Context: an optimization exercise on an open-source flow, tuned for small area and a short achievable clock period. The choices shown serve that exercise and are no tape-out recipe. Function was checked by simulation only, so behaviour that the tests miss may differ from the original. No activity file was given, so power comes from the tool's default toggle rates.

### flow/config.mk
export PLATFORM = sky130hd
export DESIGN_NAME = ixu_sc_pipe
export DESIGN_NICKNAME = ixu_sc_pipe
export VERILOG_FILES = /design/flow/design.v
export SDC_FILE = /design/flow/constraint.sdc
export NUM_CORES = 4
export LEC_CHECK = 0
export ABC_AREA = 1
export CAP_MARGIN = 20
export CORE_MARGIN = 2
export CORE_UTILIZATION = 40
export PLACE_DENSITY = 0.75
export SETUP_SLACK_MARGIN = 3.5
export SLEW_MARGIN = 20
export BUFFER_PORTS_ARGS = -buffer_cell sky130_fd_sc_hd__buf_2
### flow/constraint.sdc
create_clock -name core_clock -period 8.5 [get_ports {core_clock_i}]
set_input_delay 1.7000 -clock core_clock [delete_from_list [all_inputs] [get_ports {core_clock_i}]]
set_output_delay 1.7000 -clock core_clock [all_outputs]
set_load 0.01 [all_outputs]
### flow/standard.sh
#!/bin/bash
# synth_recipe.tcl (not shown) runs the flow's synth.tcl, then flattens the netlist and writes it again
# the make line also repeats each setting of config.mk as NAME=value (left out here)
make -C /OpenROAD-flow-scripts/flow DESIGN_CONFIG=/design/flow/config.mk WORK_HOME=/design/flow/orfs CLKGATE_MAP_FILE= SYNTH_SCRIPT=/design/flow/synth_recipe.tcl "${@:-finish}"
### flow/flow/run.sh
#!/bin/bash
# The standard layout (standard.sh, all steps), with every input and output
# port buffered by a plain buf_2 instead of the delay-cell buffer that
# buffer_ports picks by default. Each tool's output goes to ORFS's own logs
# under orfs/logs/; the make output goes to standard.log here.
set -euo pipefail
echo "export BUFFER_PORTS_ARGS = -buffer_cell sky130_fd_sc_hd__buf_2" >> config.mk
bash standard.sh > standard.log 2>&1
### flow/design.v
module biriq_alu (
    input  wire [31:0] a_i,
    input  wire [31:0] b_i,
    input  wire [ 6:0] op_i,
    input  wire        en_i,      
    input  wire        mts_i,
    input  wire        mtu_i,
    input  wire        eq_i,
    output wire [31:0] result_o,
    output wire [ 9:0] cpop_o
);
  wire [1:0] cls = op_i[6:5];
  wire [3:0] op = op_i[3:0];
  wire       op4 = op_i[4];
  wire c_add = en_i & (cls == 2'b00), c_sh = en_i & (cls == 2'b01);
  wire c_br = en_i & (cls == 2'b10), c_gt = en_i & (cls == 2'b11);
  wire [31:0] sh_a = a_i << op_i[1:0];
  wire [31:0] add_res;
  biriq_addsub add_inst (
      .a_i  (sh_a),
      .b_i  (b_i),
      .sub_i(op_i[2]),
      .sum_o(add_res)
  );
  wire [31:0] ext_res = op_i[1:0] == 2'b00 ? {{24{a_i[7]}}, a_i[7:0]} :
                        op_i[1:0] == 2'b01 ? {{16{a_i[15]}}, a_i[15:0]} :
                        op_i[1:0] == 2'b10 ? {16'h0000, a_i[15:0]} : 32'h00000000;
  wire        rev = op_i[6:5] == 2'b01 ? !op_i[0] : op_i[2];
  wire [31:0] a_rev;
  for (genvar i = 0; i < 32; i++) begin : g_rev
    assign a_rev[i] = rev ? a_i[31-i] : a_i[i];
  end
  wire [31:0] shift_res;
  biriq_shifter shifter_inst (
      .a_i (a_i),
      .a_rev_i(a_rev),
      .b_i (b_i),
      .op_i(op_i[4:0]),
      .c_o (shift_res)
  );
  wire mt = op[2] ? mts_i : mtu_i;
  logic k00, k01, k10, k11, hi_off;
  always_comb begin
    {k00, k01, k10, k11} = 4'b0000;
    hi_off = 1'b0;
    if (c_sh) begin
      if (!op[3]) {k01, k11} = 2'b11;
      else
        case ({op4, op[1]})
          2'b00: k10 = 1'b1;
          2'b01: begin
            {k01, k11} = 2'b11;
            hi_off = 1'b1;
          end
          2'b10: {k01, k10} = 2'b11;
          default: {k01, k10, k11} = 3'b111;
        endcase
    end else if (c_br) begin
      if (op[2:1] == 2'b11) {k10, k11} = {2{op[0]}};
      else if (op[1:0] == 2'b00) {k01, k10, k11} = {!mt, mt, 1'b1};
      else if (op[1:0] == 2'b01) {k01, k10, k11} = {mt, !mt, 1'b1};
    end else if (c_gt && !op[3])
      case (op[1:0])
        2'b00: {k10, k11} = {op[2], !op[2]};
        2'b01: {k00, k01, k10, k11} = {op[2], !op[2], 2'b11};
        2'b10: {k00, k01, k10, k11} = {op[2], !op[2], !op[2], op[2]};
        default: ;
      endcase
  end
  wire [31:0] x = op_i[6:5] == 2'b01 ? shift_res : b_i;
  wire [31:0] lut_res;
  for (genvar i = 0; i < 32; i++) begin : g_lut
    if (i == 0) begin : g0
      assign lut_res[i] = x[i] ? (a_i[i] ? k11 : k01) : (a_i[i] ? k10 : k00);
    end else begin : gn
      assign lut_res[i] = x[i] ? (a_i[i] ? k11 & !hi_off : k01 & !hi_off) : (a_i[i] ? k10 : k00);
    end
  end
  wire slt = op[0] ? !(mtu_i | eq_i) : !(mts_i | eq_i);
  wire [31:0] orc_res = {{8{|a_i[31:24]}}, {8{|a_i[23:16]}}, {8{|a_i[15:8]}}, {8{|a_i[7:0]}}};
  wire [31:0] ct_operand = a_rev;
  logic [5:0] tz;
  always_comb begin
    tz = 6'd32;
    for (integer i = 31; i >= 0; i--) if (ct_operand[i]) tz = i[5:0];
  end
  wire [31:0] rev8_res = {a_i[7:0], a_i[15:8], a_i[23:16], a_i[31:24]};
  wire [4:0] cpop_lo, cpop_hi;
  biriq_cpop16 cpop_lo_inst (
      .a_i(a_i[15:0]),
      .c_o(cpop_lo)
  );
  biriq_cpop16 cpop_hi_inst (
      .a_i(a_i[31:16]),
      .c_o(cpop_hi)
  );
  assign cpop_o = {cpop_hi, cpop_lo};
  wire s_add = c_add & !op[3];
  wire s_ext = c_add & op[3];
  wire s_slt = c_br & op[1] & !op[2];
  wire s_orc = c_gt & !op[3] & (op[1:0] == 2'b11);
  wire s_tz = c_gt & op[3] & !op[1];
  wire s_rev = c_gt & op[3] & (op[1:0] == 2'b10);
  assign result_o = lut_res | ({32{s_add}} & add_res) | ({32{s_ext}} & ext_res) |
                    {31'd0, s_slt & slt} | ({32{s_orc}} & orc_res) |
                    {26'd0, {6{s_tz}} & tz} | ({32{s_rev}} & rev8_res);
endmodule
module biriq_shifter (
    input  wire [31:0] a_i,
    input  wire [31:0] a_rev_i,   
    input  wire [31:0] b_i,
    input  wire [ 4:0] op_i,
    output wire [31:0] c_o
);
  wire [ 4:0] shamt = b_i[4:0];
  wire        rot = op_i[1] & !op_i[3];
  wire        fill = !op_i[3] & op_i[2] & a_i[31];
  wire [31:0] s0 = op_i[3] & !op_i[0] ? 32'h80000000 : a_rev_i;
  wire [31:0] s1 = shamt[0] ? {rot ? s0[0] : fill, s0[31:1]} : s0;
  wire [31:0] s2 = shamt[1] ? {rot ? s1[1:0] : {2{fill}}, s1[31:2]} : s1;
  wire [31:0] s3 = shamt[2] ? {rot ? s2[3:0] : {4{fill}}, s2[31:4]} : s2;
  wire [31:0] s4 = shamt[3] ? {rot ? s3[7:0] : {8{fill}}, s3[31:8]} : s3;
  wire [31:0] s5 = shamt[4] ? {rot ? s4[15:0] : {16{fill}}, s4[31:16]} : s4;
  for (genvar i = 0; i < 32; i++) begin : g_rev_b
    assign c_o[i] = !op_i[0] ? s5[31-i] : s5[i];
  end
endmodule
module biriq_prefix_add #(
    parameter W = 32
) (
    input  wire [W-1:0] a_i,
    input  wire [W-1:0] b_i,
    input  wire         cin_i,
    output wire [W-1:0] sum_o
);
  wire [W-1:0] p0 = a_i ^ b_i;
  logic [W-1:0] g, p;
  always_comb begin
    g = a_i & b_i;
    p = p0;
    g[0] = g[0] | (p[0] & cin_i);
    for (int l = 0; (1 << l) < W; l++)
      for (int i = 0; i < W; i++)
        if ((i >> l) & 1) begin
          g[i] = g[i] | (p[i] & g[((i>>l)<<l)-1]);
          p[i] = p[i] & p[((i>>l)<<l)-1];
        end
  end
  assign sum_o = p0 ^ {g[W-2:0], cin_i};
endmodule
module biriq_addsub (
    input  wire [31:0] a_i,
    input  wire [31:0] b_i,
    input  wire        sub_i,
    output wire [31:0] sum_o
);
  wire [31:0] bx = b_i ^ {32{sub_i}};
  wire [31:0] p0 = a_i ^ bx;
  logic [31:0] g, p;
  always_comb begin
    g = a_i & bx;
    p = p0;
    g[0] = sub_i ? a_i[0] | !b_i[0] : a_i[0] & b_i[0];
    for (int l = 0; l < 5; l++)
      for (int i = 0; i < 32; i++)
        if ((i >> l) & 1) begin
          g[i] = g[i] | (p[i] & g[((i>>l)<<l)-1]);
          p[i] = p[i] & p[((i>>l)<<l)-1];
        end
  end
  assign sum_o = p0 ^ {g[30:0], sub_i};
endmodule
module biriq_compare (
    input  wire [31:0] a_i,
    input  wire [31:0] b_i,
    output wire        gt_o,
    output wire        eq_o
);
  logic [31:0] g, e;
  always_comb begin
    g = a_i & ~b_i;
    e = ~(a_i ^ b_i);
    for (int l = 0; l < 5; l++)
      for (int i = 0; i < 32; i += (2 << l)) begin
        g[i] = g[i+(1<<l)] | (e[i+(1<<l)] & g[i]);
        e[i] = e[i+(1<<l)] & e[i];
      end
  end
  assign gt_o = g[0];
  assign eq_o = e[0];
endmodule
module biriq_cpop16 (
    input  wire [15:0] a_i,
    output wire [ 4:0] c_o
);
  function automatic [2:0] cnt4(input [3:0] v);
    case (v)
      4'h0: cnt4 = 3'd0;
      4'h1, 4'h2, 4'h4, 4'h8: cnt4 = 3'd1;
      4'h3, 4'h5, 4'h6, 4'h9, 4'hA, 4'hC: cnt4 = 3'd2;
      4'hF: cnt4 = 3'd4;
      default: cnt4 = 3'd3;
    endcase
  endfunction
  function automatic [3:0] add3(input [2:0] x, input [2:0] y);
    logic [2:0] g, p;
    g = x & y;
    p = x ^ y;
    add3 = {g[2] | p[2] & g[1] | p[2] & p[1] & g[0],
            p[2] ^ (g[1] | p[1] & g[0]), p[1] ^ g[0], p[0]};
  endfunction
  function automatic [4:0] add4(input [3:0] x, input [3:0] y);
    logic [3:0] g, p;
    g = x & y;
    p = x ^ y;
    add4 = {g[3] | p[3] & g[2] | p[3] & p[2] & g[1] | p[3] & p[2] & p[1] & g[0],
            p[3] ^ (g[2] | p[2] & g[1] | p[2] & p[1] & g[0]),
            p[2] ^ (g[1] | p[1] & g[0]), p[1] ^ g[0], p[0]};
  endfunction
  wire [3:0] lo = add3(cnt4(a_i[3:0]), cnt4(a_i[7:4]));
  wire [3:0] hi = add3(cnt4(a_i[11:8]), cnt4(a_i[15:12]));
  assign c_o = add4(lo, hi);
endmodule
module ixu_branchunit (
    input  wire        mts,
    input  wire        mtu,
    input  wire        eq,           
    input  wire        lui,          
    input  wire        offset_zero,
    input  wire [31:0] operand_1,
    input  wire [31:0] offset,
    input  wire [29:0] pc,
    input  wire        auipc,
    input  wire        call,
    input  wire        ret,
    input  wire        jal,
    input  wire        jalr,
    input  wire [ 2:0] bnch_cond,
    output wire        brnch_res,
    output wire [ 1:0] branch_type,
    input  wire [29:0] btb_target,
    output wire        use_offset,
    output wire        target_ne_offset,   
    output wire        target_ne_four,     
    output wire [31:0] excp_addr,
    output wire [31:0] result_o
);
  wire mt = !bnch_cond[1] ? mts : mtu;
  wire lt = !(mt | eq);
  wire cond_res = {bnch_cond[2], bnch_cond[0]} == 2'b00 ? eq :
                  {bnch_cond[2], bnch_cond[0]} == 2'b01 ? !eq :
                  {bnch_cond[2], bnch_cond[0]} == 2'b10 ? lt : mt | eq;
  assign brnch_res = lui ? offset_zero : cond_res;
  wire [31:0] rs1 = lui ? 32'd0 : operand_1;
  wire [31:0] add_a = jalr & !auipc ? rs1 : {pc, 2'b00};
  wire [31:0] inc_a = jalr & auipc ? rs1 : {pc, 2'b00};
  wire [31:0] sum_offset;
  biriq_prefix_add #(32) add_inst (
      .a_i  (add_a),
      .b_i  (offset),
      .cin_i(1'b0),
      .sum_o(sum_offset)
  );
  wire [29:0] sum_four;
  biriq_prefix_add #(30) inc_inst (
      .a_i  (inc_a[31:2]),
      .b_i  (30'd0),
      .cin_i(1'b1),
      .sum_o(sum_four)
  );
  assign use_offset = (jal | jalr | brnch_res) && !auipc;
  assign target_ne_offset = sum_offset != {btb_target, 2'b00};
  assign target_ne_four = {sum_four, inc_a[1:0]} != {btb_target, 2'b00};
  assign excp_addr = use_offset ? sum_offset : {sum_four, inc_a[1:0]};
  assign branch_type = call ? 2'b01 : ret ? 2'b11 : jal | jalr ? 2'b10 : 2'b00;
  assign result_o = auipc ? sum_offset : {sum_four, 2'b00};
endmodule
module ixu_sc_pipe (
    input  wire         core_clock_i,
    input  wire         core_flush_i,
    input  wire  [17:0] data_i,
    input  wire         valid_i,
    output wire  [ 5:0] rs1_o,
    output wire  [ 5:0] rs2_o,
    input  wire  [31:0] rs1_data_i,
    input  wire  [31:0] rs2_data_i,
    output wire  [ 4:0] rob_o,
    input  wire  [ 6:0] opcode_i,
    input  wire  [ 6:0] ins_type,
    input  wire         imm_i,
    input  wire  [31:0] immediate_i,
    input  wire  [ 5:0] dest_i,
    input  wire  [ 1:0] hint_i,
    input  wire  [29:0] pc_i,
    input  wire  [ 1:0] bm_pred_i,
    input  wire  [ 1:0] btype_i,
    input  wire         btb_vld_i,
    input  wire  [29:0] btb_target_i,
    input  wire         btb_way_i,
    input  wire         btb_idx_i,
    output logic [ 5:0] wakeup_dest,
    output logic        wakeup_valid,
    output logic [ 5:0] ixu_sc_ex_dest,
    output logic [31:0] ixu_sc_ex_data,
    output logic        ixu_sc_ex_valid,
    output logic [ 5:0] ixu_sc_wb_dest,
    output logic [31:0] ixu_sc_wb_data,
    output logic        ixu_sc_wb_valid,
    output wire  [ 5:0] pmu_excp_rob_o,
    output wire  [ 4:0] pmu_excp_code_o,
    output wire         pmu_excp_valid_o,
    output wire  [29:0] pmu_btb_vpc_o,
    output wire  [29:0] pmu_btb_target_o,
    output wire  [ 1:0] pmu_cntr_pred_o,
    output wire         pmu_bnch_tkn_o,
    output wire  [ 1:0] pmu_bnch_type_o,
    output wire         pmu_call_affirm_o,
    output wire         pmu_ret_affirm_o,
    output wire         pmu_btb_way_o,
    output wire         pmu_btb_bm_mod_o,
    output wire  [ 4:0] pmu_ins_id_o,
    output wire         pmu_ins_valid_o
);
  assign rob_o = data_i[4:0];
  assign rs1_o = data_i[11:6];
  assign rs2_o = data_i[17:12];
  assign wakeup_dest = dest_i;
  assign wakeup_valid = valid_i & (|ins_type);
  wire        lui = ins_type[3];
  wire        alu = ins_type[0] | lui;
  wire        jal = ins_type[1];
  wire        jalr = ins_type[2];
  wire        auipc = ins_type[4];
  wire        call = hint_i[1];
  wire        ret = hint_i[0];
  wire [31:0] b = imm_i ? immediate_i : rs2_data_i;   
  wire [29:0] pc = {pc_i[29:1], pc_i[0] | data_i[0]};
  wire        btb_vld = btb_vld_i & (btb_idx_i == pc[0]);
  wire        mtu, eq;
  biriq_compare compare_inst (
      .a_i (rs1_data_i),
      .b_i (b),
      .gt_o(mtu),
      .eq_o(eq)
  );
  wire        mts = (rs1_data_i[31] ^ b[31]) ? b[31] : mtu;
  wire [31:0] alu_result;
  wire [ 9:0] cpop_halves;
  biriq_alu alu_inst (
      .a_i(rs1_data_i),
      .b_i(b),
      .op_i(opcode_i),
      .en_i(alu & !lui),
      .mts_i(mts),
      .mtu_i(mtu),
      .eq_i(eq),
      .result_o(alu_result),
      .cpop_o(cpop_halves)
  );
  wire [31:0] br_result;
  wire [31:0] excp_addr;
  wire        brnch_res;
  wire [ 1:0] branch_type;
  wire        use_offset, target_ne_offset, target_ne_four;
  ixu_branchunit branchUnit_inst (
      .mts(mts),
      .mtu(mtu),
      .eq(eq),
      .lui(lui),
      .offset_zero(immediate_i == 32'd0),
      .operand_1(rs1_data_i),
      .offset(immediate_i),
      .pc(pc),
      .auipc(auipc),
      .call(call),
      .ret(ret),
      .jal(jal),
      .jalr(jalr),
      .bnch_cond(opcode_i[2:0]),
      .brnch_res(brnch_res),
      .branch_type(branch_type),
      .btb_target(btb_target_i),
      .use_offset(use_offset),
      .target_ne_offset(target_ne_offset),
      .target_ne_four(target_ne_four),
      .excp_addr(excp_addr),
      .result_o(br_result)
  );
  wire        cpop_d = alu & !lui & (opcode_i[6:5] == 2'b11) & opcode_i[3] & (opcode_i[1:0] == 2'b11);
  wire [31:0] ex_data_d = alu_result | ({32{lui}} & immediate_i) | ({32{!alu}} & br_result) |
                          {22'd0, {10{cpop_d}} & cpop_halves};
  wire wrongful_nbranch = !btb_vld && !auipc;
  wire wrongful_target = (use_offset ? target_ne_offset : target_ne_four) && btb_vld;
  wire wrongful_type = branch_type != btype_i && btb_vld;
  wire wrongful_bm = (brnch_res ^ bm_pred_i[1]) && btb_vld && branch_type == 2'b00;
  wire tkn = brnch_res || (branch_type != 2'b00);
  wire excp_d = ((wrongful_nbranch & tkn) | wrongful_target | wrongful_type | wrongful_bm) & !alu;
  wire bm_mod_d = !(wrongful_nbranch | wrongful_target | wrongful_type | wrongful_bm) & btb_vld &
      !(call | ret) & !alu;
  reg  [31:0] ex_data, wb_data;
  reg         ex_cpop;
  reg  [ 5:0] ex_dest, wb_dest;
  reg  [ 5:0] ex_rob, wb_rob;
  reg         ex_valid, wb_valid;
  reg         ex_fwd, wb_fwd;
  reg  [29:0] ex_pc, wb_pc;
  reg  [31:1] ex_excp_addr, wb_excp_addr;
  reg  [ 1:0] ex_bm_pred, wb_bm_pred;
  reg         ex_btb_way, wb_btb_way;
  reg         ex_tkn, wb_tkn;
  reg  [ 1:0] ex_branch_type, wb_branch_type;
  reg         ex_call, wb_call;
  reg         ex_ret, wb_ret;
  reg         ex_excp, wb_excp;
  reg         ex_bm_mod, wb_bm_mod;
  always_ff @(posedge core_clock_i) begin
    ex_data <= ex_data_d;
    ex_cpop <= cpop_d;
    wb_data <= ixu_sc_ex_data;
    {wb_dest, ex_dest} <= {ex_dest, dest_i};
    {wb_rob, ex_rob} <= {ex_rob, data_i[5:0]};
    {wb_pc, ex_pc} <= {ex_pc, pc};
    {wb_excp_addr, ex_excp_addr} <= {ex_excp_addr, excp_addr[31:1]};
    {wb_bm_pred, ex_bm_pred} <= {ex_bm_pred, bm_pred_i};
    {wb_btb_way, ex_btb_way} <= {ex_btb_way, btb_way_i};
    {wb_tkn, ex_tkn} <= {ex_tkn, tkn};
    {wb_branch_type, ex_branch_type} <= {ex_branch_type, branch_type};
    {wb_call, ex_call} <= {ex_call, call & !alu};
    {wb_ret, ex_ret} <= {ex_ret, ret & !alu};
    {wb_excp, ex_excp} <= {ex_excp, excp_d};
    {wb_bm_mod, ex_bm_mod} <= {ex_bm_mod, bm_mod_d};
  end
  always_ff @(posedge core_clock_i)
    if (core_flush_i) {wb_valid, ex_valid} <= '0;
    else {wb_valid, ex_valid} <= {ex_valid, valid_i};
  always_ff @(posedge core_clock_i)
    if (core_flush_i) {wb_fwd, ex_fwd} <= '0;
    else {wb_fwd, ex_fwd} <= {ex_fwd, (|ins_type) & valid_i & (dest_i != '0)};
  assign ixu_sc_ex_dest = ex_dest;
  assign ixu_sc_ex_data = ex_cpop ? {26'd0, {1'b0, ex_data[4:0]} + {1'b0, ex_data[9:5]}} : ex_data;
  assign ixu_sc_ex_valid = ex_fwd;
  assign ixu_sc_wb_dest = wb_dest;
  assign ixu_sc_wb_data = wb_data;
  assign ixu_sc_wb_valid = wb_fwd;
  assign pmu_ins_id_o = wb_rob[4:0];
  assign pmu_ins_valid_o = wb_valid;
  assign pmu_excp_rob_o = wb_rob;
  assign pmu_excp_code_o = {!wb_excp_addr[1], 4'b0000};
  assign pmu_excp_valid_o = wb_excp & wb_valid;
  assign pmu_btb_vpc_o = wb_pc;
  assign pmu_btb_target_o = wb_excp_addr[31:2];
  assign pmu_cntr_pred_o = wb_bm_pred;
  assign pmu_bnch_tkn_o = wb_tkn;
  assign pmu_bnch_type_o = wb_branch_type;
  assign pmu_btb_way_o = wb_btb_way;
  assign pmu_btb_bm_mod_o = wb_bm_mod & wb_valid;
  assign pmu_call_affirm_o = wb_call;
  assign pmu_ret_affirm_o = wb_ret;
endmodule
==> impl_metrics.ini, run 1 <==
[floorplanning]
core_um2 = 50200
die_w_um = 229
die-height_um = 229
start_util_pct = 40.5
rows = 82
die_area_um2 = 52600
num_io_pins = 396

[grt]
grt_pass1_wl_mm = 133
antenna_found_initial = 13
use_met1_pct = 41.8
grt_max_degree = 61
globalRoute.totalOverflow = 0
busiest_layer = met2
grtUsageMet3_pct = 8.54
track_usage_pct = 33.6
grt_pass1_vias = 21080
grtUsageMet2_pct = 51.7

[clock_tree]
htree_levels = 1
hold_buffers = 0
clock_latency_ps = 550
clockBufferDepth = 3
cts_tree = built
cts_buffers = 25
clk_pin_slew_ps = 60
cts_sinks = 235
cts-root-buf = clkbuf_16

[cells_and_area]
drive_gt1_share_pct = 22.0
final_nets = 3923
area_growth_pct = 26.6

[drt]
ant_nets = 0
wire_per_inst_um = 22.8
viasPerCell = 5.69
num_vias = 24141
drt_first_pass_iters = 7
totalWireLength_mm = 96.8
drc = 0
drtIter0Drc = 3196

[power_and_ir_drop]
power.density_nw_per_um2 = 167
p_leak_nw = 12.8
peakVddDrop_mv = 0.130

[setup_path]
reg2reg_to = wb_data[1]$_DFF_P_
crit_fanout = 7
cp.required_ps = 8880
crit_path_start_kind = input pin
r2r_cells = 3
worstPathCellList = buf_2 > clkinvlp_4 > ha_1 > xnor2_1 > xor2_1 > inv_1 > ha_1 > fa_1 > inv_1 > fa_1 > o22ai_1 > a311oi_1 > o21ai_0 > nor2_1 > nand3_1
crit_type = input pin to flop
cp_num_cells = 15
slowest_delay_ps = 560
r2r_setup_slack_ps = 6610
critPathSlowestCell = fa_1
worst-path-buf-inv = 4
endpoint_kind = flop
worstPathArrival_ps = 5440
critPathTopFamily = adder cells
reg2reg_from = ex_cpop$_DFF_P_

[logic_synthesis]
yosys-top-cells-count = 829 x nand2_1, 399 x o21ai_0, 398 x inv_1
yosysTopAreaCell = dfxtp_1
synth_area_leaders = dfxtp_1 23%, nand2_1 15%, o21ai_0 9.8%, ha_1 9.2%, inv_1 7.4%
syn_area_per_cell_um2 = 6.36
ys_seq_area_share_pct = 23.2
yosys.cell_types.count = 61
synth_edf_count = 0
yosysMostFrequentCell = nand2_1
yosys_warnings = 7
netlist.area_leader.share_pct = 23.2
netlist_area_um2 = 20300
ys_seq_elements = 235
synthArstFlopShare_pct = 0
syn-instance-count = 3195
synthFlopType = dfxtp_1

[min_path]
hp-class = flop to flop
min_from = ex_excp_addr[18]$_DFF_P_
whs_path_depth = 0
holdPathEnd = wb_excp_addr[18]$_DFF_P_

[sta]
finalCritPeriodShare_pct = 59.5
rsz0062_at_grt = true
skew_ps = 15.0
tns_ps = 0
drv_slew = 0
hold-worst-slack_ps = 325
fmax_mhz = 198
finalHoldViolations = 0
fin_crit_ps = 5060
setup_violations = 0
worst_pin_slew_ps = 1220
max_slew_margin_pct = 18.3

[placed_design]
dp_hpwl_mm = 71.8
io_buffers = 367
gp_congestion = 1.08

[flow_run]
drv_cap = 0

[run_status]
status = finished clean
## layout make-up
class / count / area (µm²)
Clock buffer: 30 / 664
Tap cell: 672 / 841
Inverter: 408 / 1670
Multi-Input combinational cell: 2347 / 13800
Clock inverter: 13 / 234
Timing Repair Buffer: 530 / 3740
Antenna cell: 2 / 5.00
Sequential cell: 235 / 4700
Fill cell: 5000 / 24500
Timing Repair inverter: 3 / 22.5
## power by group
group | internal (mW) | switching (mW)
sequential | 1.23 | 0.0367
clock | 0.740 | 0.447
combinational | 0.656 | 1.18
## timing repair
item | in CTS | in global routing
gates cloned | 6 | 19
resized for setup | 131 | 268
setup endpoints to repair | 65 | 34
buffers inserted | 34 | 68
pin swaps | 15 | 67
## through the flow
step / instances / instance area, µm² / util, % / power, mW / worst slack [ps]
2_1_floorplan: 3198 / 20400 / - / 2.32 / 3010
3_3_place_gp: 4068 / 22300 / 44.4 / 2.83 / 1800
3_5_place_dp: 4068 / 22300 / 44.4 / 2.84 / 1700
4_1_cts: 4151 / 23900 / 47.6 / 4.08 / 3460
5_1_grt: 4238 / 25700 / 51.2 / 4.51 / 3390
6_report: 4240 / 25700 / 51.2 / 4.29 / 3440
## cells in the final DEF, fill, tap and decap left out, types with 40 or more instances in the layout
cell type  count
buf_2        339
clkbuf_16     40
dfxtp_1      235
o21ai_0      304
xor2_1        66
o21ai_1       73
buf_4        125
nand2_1      804
a21oi_1      147
nand3_1      127
ha_1         146
inv_1        366
nor2_1       203
## cells by family (layout without fill, tap and decap cells)
group | after synthesis | count (layout) | share of synthesized area (%)
DFF | 235 | 235 | 23.2
xor gates and xnor gates | 91 | 91 | 3.93
adders and majority gates | 166 | 166 | 10.9
and+or+nand+nor | 1284 | 1289 | 26.1
muxes | 32 | 32 | 1.58
buffers and inverters | 621 | 984 | 12.9
AOI/OAI and AO/OA | 765 | 765 | 21.4
other | 1 | 6 | 0.0185
## flip-flops by register name, indices dropped and copies added, names as in the netlist, 2 cells and up
| register | count |
|---|---|
| ex_data | 32 |
| wb_data | 32 |
| ex_excp_addr | 31 |
| wb_excp_addr | 31 |
| ex_pc | 30 |
| wb_pc | 30 |
| ex_dest | 6 |
| ex_rob | 6 |
| wb_dest | 6 |
| wb_rob | 6 |
| ex_bm_pred | 2 |
| ex_branch_type | 2 |
| wb_bm_pred | 2 |
| wb_branch_type | 2 |
## worst max path at each step
stage	startpoint	endpoint	slack, ps
after floorplan	opcode_i[0]	ex_data[16]$_DFF_P_	3010
after global placement	imm_i	ex_excp$_DFF_P_	1800
after detailed placement	imm_i	ex_data[16]$_DFF_P_	1700
after CTS	ins_type[2]	ex_excp$_DFF_P_	3460
after global routing	rs1_data_i[0]	ex_excp$_DFF_P_	3390
final	rs1_data_i[25]	ex_data[6]$_DFF_P_	3440
## per-layer routing
metal	up-vias	part of all wire, %
met5	-	0.11
met4	16	8.1
met3	434	13
met2	1679	42
met1	10821	37
li1	11191	-
==> run 2, diff against run 1 <==
--- a/flow/design.v
+++ b/flow/design.v
@@ -25,15 +25,9 @@
   wire [31:0] ext_res = op_i[1:0] == 2'b00 ? {{24{a_i[7]}}, a_i[7:0]} :
                         op_i[1:0] == 2'b01 ? {{16{a_i[15]}}, a_i[15:0]} :
                         op_i[1:0] == 2'b10 ? {16'h0000, a_i[15:0]} : 32'h00000000;
-  wire        rev = op_i[6:5] == 2'b01 ? !op_i[0] : op_i[2];
-  wire [31:0] a_rev;
-  for (genvar i = 0; i < 32; i++) begin : g_rev
-    assign a_rev[i] = rev ? a_i[31-i] : a_i[i];
-  end
   wire [31:0] shift_res;
   biriq_shifter shifter_inst (
       .a_i (a_i),
-      .a_rev_i(a_rev),
       .b_i (b_i),
       .op_i(op_i[4:0]),
       .c_o (shift_res)
@@ -78,7 +72,10 @@
   end
   wire slt = op[0] ? !(mtu_i | eq_i) : !(mts_i | eq_i);
   wire [31:0] orc_res = {{8{|a_i[31:24]}}, {8{|a_i[23:16]}}, {8{|a_i[15:8]}}, {8{|a_i[7:0]}}};
-  wire [31:0] ct_operand = a_rev;
+  wire [31:0] ct_operand;
+  for (genvar i = 0; i < 32; i++) begin : g_ct
+    assign ct_operand[i] = op[2] ? a_i[31-i] : a_i[i];
+  end
   logic [5:0] tz;
   always_comb begin
     tz = 6'd32;
@@ -107,15 +104,18 @@
 endmodule
 module biriq_shifter (
     input  wire [31:0] a_i,
-    input  wire [31:0] a_rev_i,   
     input  wire [31:0] b_i,
     input  wire [ 4:0] op_i,
     output wire [31:0] c_o
 );
   wire [ 4:0] shamt = b_i[4:0];
+  wire [31:0] operand_1 = op_i[3] & !op_i[0] ? 32'b1 : a_i;
   wire        rot = op_i[1] & !op_i[3];
   wire        fill = !op_i[3] & op_i[2] & a_i[31];
-  wire [31:0] s0 = op_i[3] & !op_i[0] ? 32'h80000000 : a_rev_i;
+  wire [31:0] s0;
+  for (genvar i = 0; i < 32; i++) begin : g_rev
+    assign s0[i] = !op_i[0] ? operand_1[31-i] : operand_1[i];
+  end
   wire [31:0] s1 = shamt[0] ? {rot ? s0[0] : fill, s0[31:1]} : s0;
   wire [31:0] s2 = shamt[1] ? {rot ? s1[1:0] : {2{fill}}, s1[31:2]} : s1;
   wire [31:0] s3 = shamt[2] ? {rot ? s2[3:0] : {4{fill}}, s2[31:4]} : s2;
==> run 2 against run 1 <==
Effect of this change:
- sequential share of layout area grew 0.25 points
- hold slack lost 8.2 ps
- fmax down 0.10%
- die area up 3.2%
- utilization shrank 2.0 points
- still clean
- clock skew shrank 0.54 ps
- final cell count is 1.6% higher
- combinational power down 2%
- largest power group unchanged
==> impl_metrics.ini, run 2 <==
[sta]
fin_crit_ps = 5070
finalHoldViolations = 0
rsz0062_at_grt = true
setup_violations = 0
worst_pin_slew_ps = 964
skew_ps = 14.5
finalCritPeriodShare_pct = 59.6
tns_ps = 0
hold-worst-slack_ps = 316
fmax_mhz = 197
max_slew_margin_pct = 35.1
drv_slew = 0

[logic_synthesis]
syn_area_per_cell_um2 = 6.27
ys_seq_elements = 235
yosysTopAreaCell = dfxtp_1
syn-instance-count = 3344
yosysMostFrequentCell = nand2_1
synth_area_leaders = dfxtp_1 22%, nand2_1 15%, o21ai_0 9.2%, ha_1 8.9%, inv_1 7.4%
yosys_warnings = 7
synthFlopType = dfxtp_1
synthArstFlopShare_pct = 0
yosys.cell_types.count = 65
synth_edf_count = 0
yosys-top-cells-count = 849 x nand2_1, 411 x inv_1, 384 x o21ai_0
ys_seq_area_share_pct = 22.4
netlist.area_leader.share_pct = 22.4
netlist_area_um2 = 21000

[drt]
drt_first_pass_iters = 6
drc = 0
drtIter0Drc = 3391
totalWireLength_mm = 97.3
ant_nets = 0
wire_per_inst_um = 22.6
num_vias = 24601
viasPerCell = 5.71

[power_and_ir_drop]
p_leak_nw = 12.7
peakVddDrop_mv = 0.115
power.density_nw_per_um2 = 161

[clock_tree]
cts_buffers = 22
clockBufferDepth = 3
cts-root-buf = clkbuf_16
clock_latency_ps = 530
cts_tree = built
clk_pin_slew_ps = 70
cts_sinks = 235
hold_buffers = 0
htree_levels = 1

[floorplanning]
die-height_um = 233
rows = 83
start_util_pct = 40.7
core_um2 = 51500
die_w_um = 233
num_io_pins = 396
die_area_um2 = 54200

[placed_design]
io_buffers = 367
dp_hpwl_mm = 75.0
gp_congestion = 1.06

[grt]
grt_max_degree = 69
globalRoute.totalOverflow = 0
track_usage_pct = 33.6
grt_pass1_wl_mm = 137
antenna_found_initial = 7
grt_pass1_vias = 21710

[setup_path]
crit_type = input pin to flop
cp.required_ps = 8920
crit_fanout = 20
critPathTopFamily = simple AND/OR/NAND/NOR gates
worst-path-buf-inv = 6
cp_common_cell = nand2_2
worstPathArrival_ps = 5490
r2r_setup_slack_ps = 6780
crit_path_start_kind = input pin
slowest_delay_ps = 520
critPathSlowestCell = fa_2
endpoint_kind = flop

[run_status]
status = finished clean

[cells_and_area]
final_common_cell = nand2_1
drive_gt1_share_pct = 19.1
n_fill_cell = 5298
final_nets = 3983
final_cell_mix = 828 x nand2_1, 385 x inv_1, 344 x buf_2, 340 x o21ai_0, 235 x dfxtp_1
area_growth_pct = 21.0
reg_top3 = ex_data (32), wb_data (32)

[min_path]
hp-class = flop to flop

[flow_run]
drv_cap = 0
[run 2: changes by cell type in the layout (fill, tap and decap cells not counted), sizes merged, moves of 11 or more]
cell	previous run	this run
buf	501	443
nand3	131	166
inv	380	409
o221ai	35	13
nor2	225	245
a31oi	14	30
nand2	837	853
a21oi	163	178
nand3b	12	24
clkbuf	58	47
[run 2: final timing paths]
path | from | endpoint | cells after the start
worst min register to register | ex_pc[22]$_DFF_P_ | wb_pc[22]$_DFF_P_ | 0
worst max register to register | ex_data[0]$_DFF_P_ | wb_data[4]$_DFF_P_ | 9
worst min-delay path | ex_pc[22]$_DFF_P_ | wb_pc[22]$_DFF_P_ | 0
worst max-delay path | immediate_i[1] | ex_data[16]$_DFF_P_ | 31
[run 2: area by class of cell]
type | instances | area (µm²) | share of cell area [%]
Timing Repair Buffer | 462 | 3090 | 12.2
Timing Repair inverter | 2 | 13.8 | 0.0543
Clock buffer | 29 | 617 | 2.43
Sequential cell | 235 | 4700 | 18.6
Inverter | 435 | 1750 | 6.90
Clock inverter | 8 | 133 | 0.523
Tap cell | 680 | 851 | 3.36
Multi-Input combinational cell | 2452 | 14200 | 56.0
Antenna cell | 4 | 10.0 | 0.0395
[run 2: per-layer routing]
layer | GRT usage [%] | part of all wire [%]
met1 | 43.2 | 38
met3 | 7.52 | 13
met5 | 0 | 0.030
met4 | 21.1 | 7.9
met2 | 50.8 | 41
[run 2: cell families (layout without fill, tap and decap cells)]
kind of cell,Yosys count,count (layout),share of synthesized area [%]
DFF,235,235,22.4
xor gates and xnor gates,87,87,3.64
other,1,8,0.0179
and+or+nand+nor,1376,1377,27.4
AOI/OAI and AO/OA,790,790,21.3
buffers and inverters,661,936,13.4
adders and majority gates,166,166,10.5
muxes,28,28,1.34
[run 2: through the flow]
stage / power, mW / instance area [µm²] / worst slack (ps) / util [%] / std cells
global route: 4.30 / 25400 / 3290 / 49.2 / 4305
CTS: 3.94 / 24200 / 3450 / 47.1 / 4259
global placement: 2.85 / 22900 / 1840 / 44.4 / 4200
detailed placement: 2.85 / 22900 / 1800 / 44.4 / 4200
floorplan: 2.33 / 21300 / 2970 / - / 3347
finish: 4.09 / 25400 / 3430 / 49.2 / 4307
[run 2: what timing repair did]
action	in CTS	in global routing
setup buffers	18	33
gates cloned	4	11
endpoints found under the setup margin	57	28
gates resized for setup	122	170
pin swaps	11	39
[run 2: where the power goes]
group | switching, mW | leakage (nW) | internal (mW)
clock | 0.418 | 0.365 | 0.603
combinational | 1.18 | 10.3 | 0.621
sequential | 0.0356 | 1.98 | 1.23
[run 2: worst reg2reg max path: cells and delay by family, from the launching register on]
kind / cells / cell delay [ps]
flops: 1 / 350
compound gates: 2 / 280
buf+inv: 2 / 150
fa+ha+maj: 2 / 580
xor+xnor: 1 / 130
simple gates: 2 / 140

re-timing with driven ports:
In the flow no input, the clock included, has a driving cell. The finished layouts below were timed again as built, in two steps.
Step 1 assumes that a clkbuf_16 drives the clock port and a buf_2 every other input.
Step 2 also shifts input and output timing later by t, the mid clock arrival at the registers, as if the neighbouring blocks saw the same clock.
Slacks: ideal / step 1 / step 2; pairs: ideal / step 1.
run | t (ns) | setup WS [ns] | worst setup path after step 2 | worst slew at a driven data input, ns | cell pins on the clock port's net
run 1 | 0.603 | 3.439 / 3.387 / 2.784 | input to register | 0.31 | 1
run 2 | 0.581 | 3.433 / 3.302 / 2.721 | input to register | 0.25 | 1
After both steps setup and hold are still met in every run listed. For run 2, which loses most, drivers alone change the setup slack by -0.131 ns; drivers and shift together by -0.712 ns.
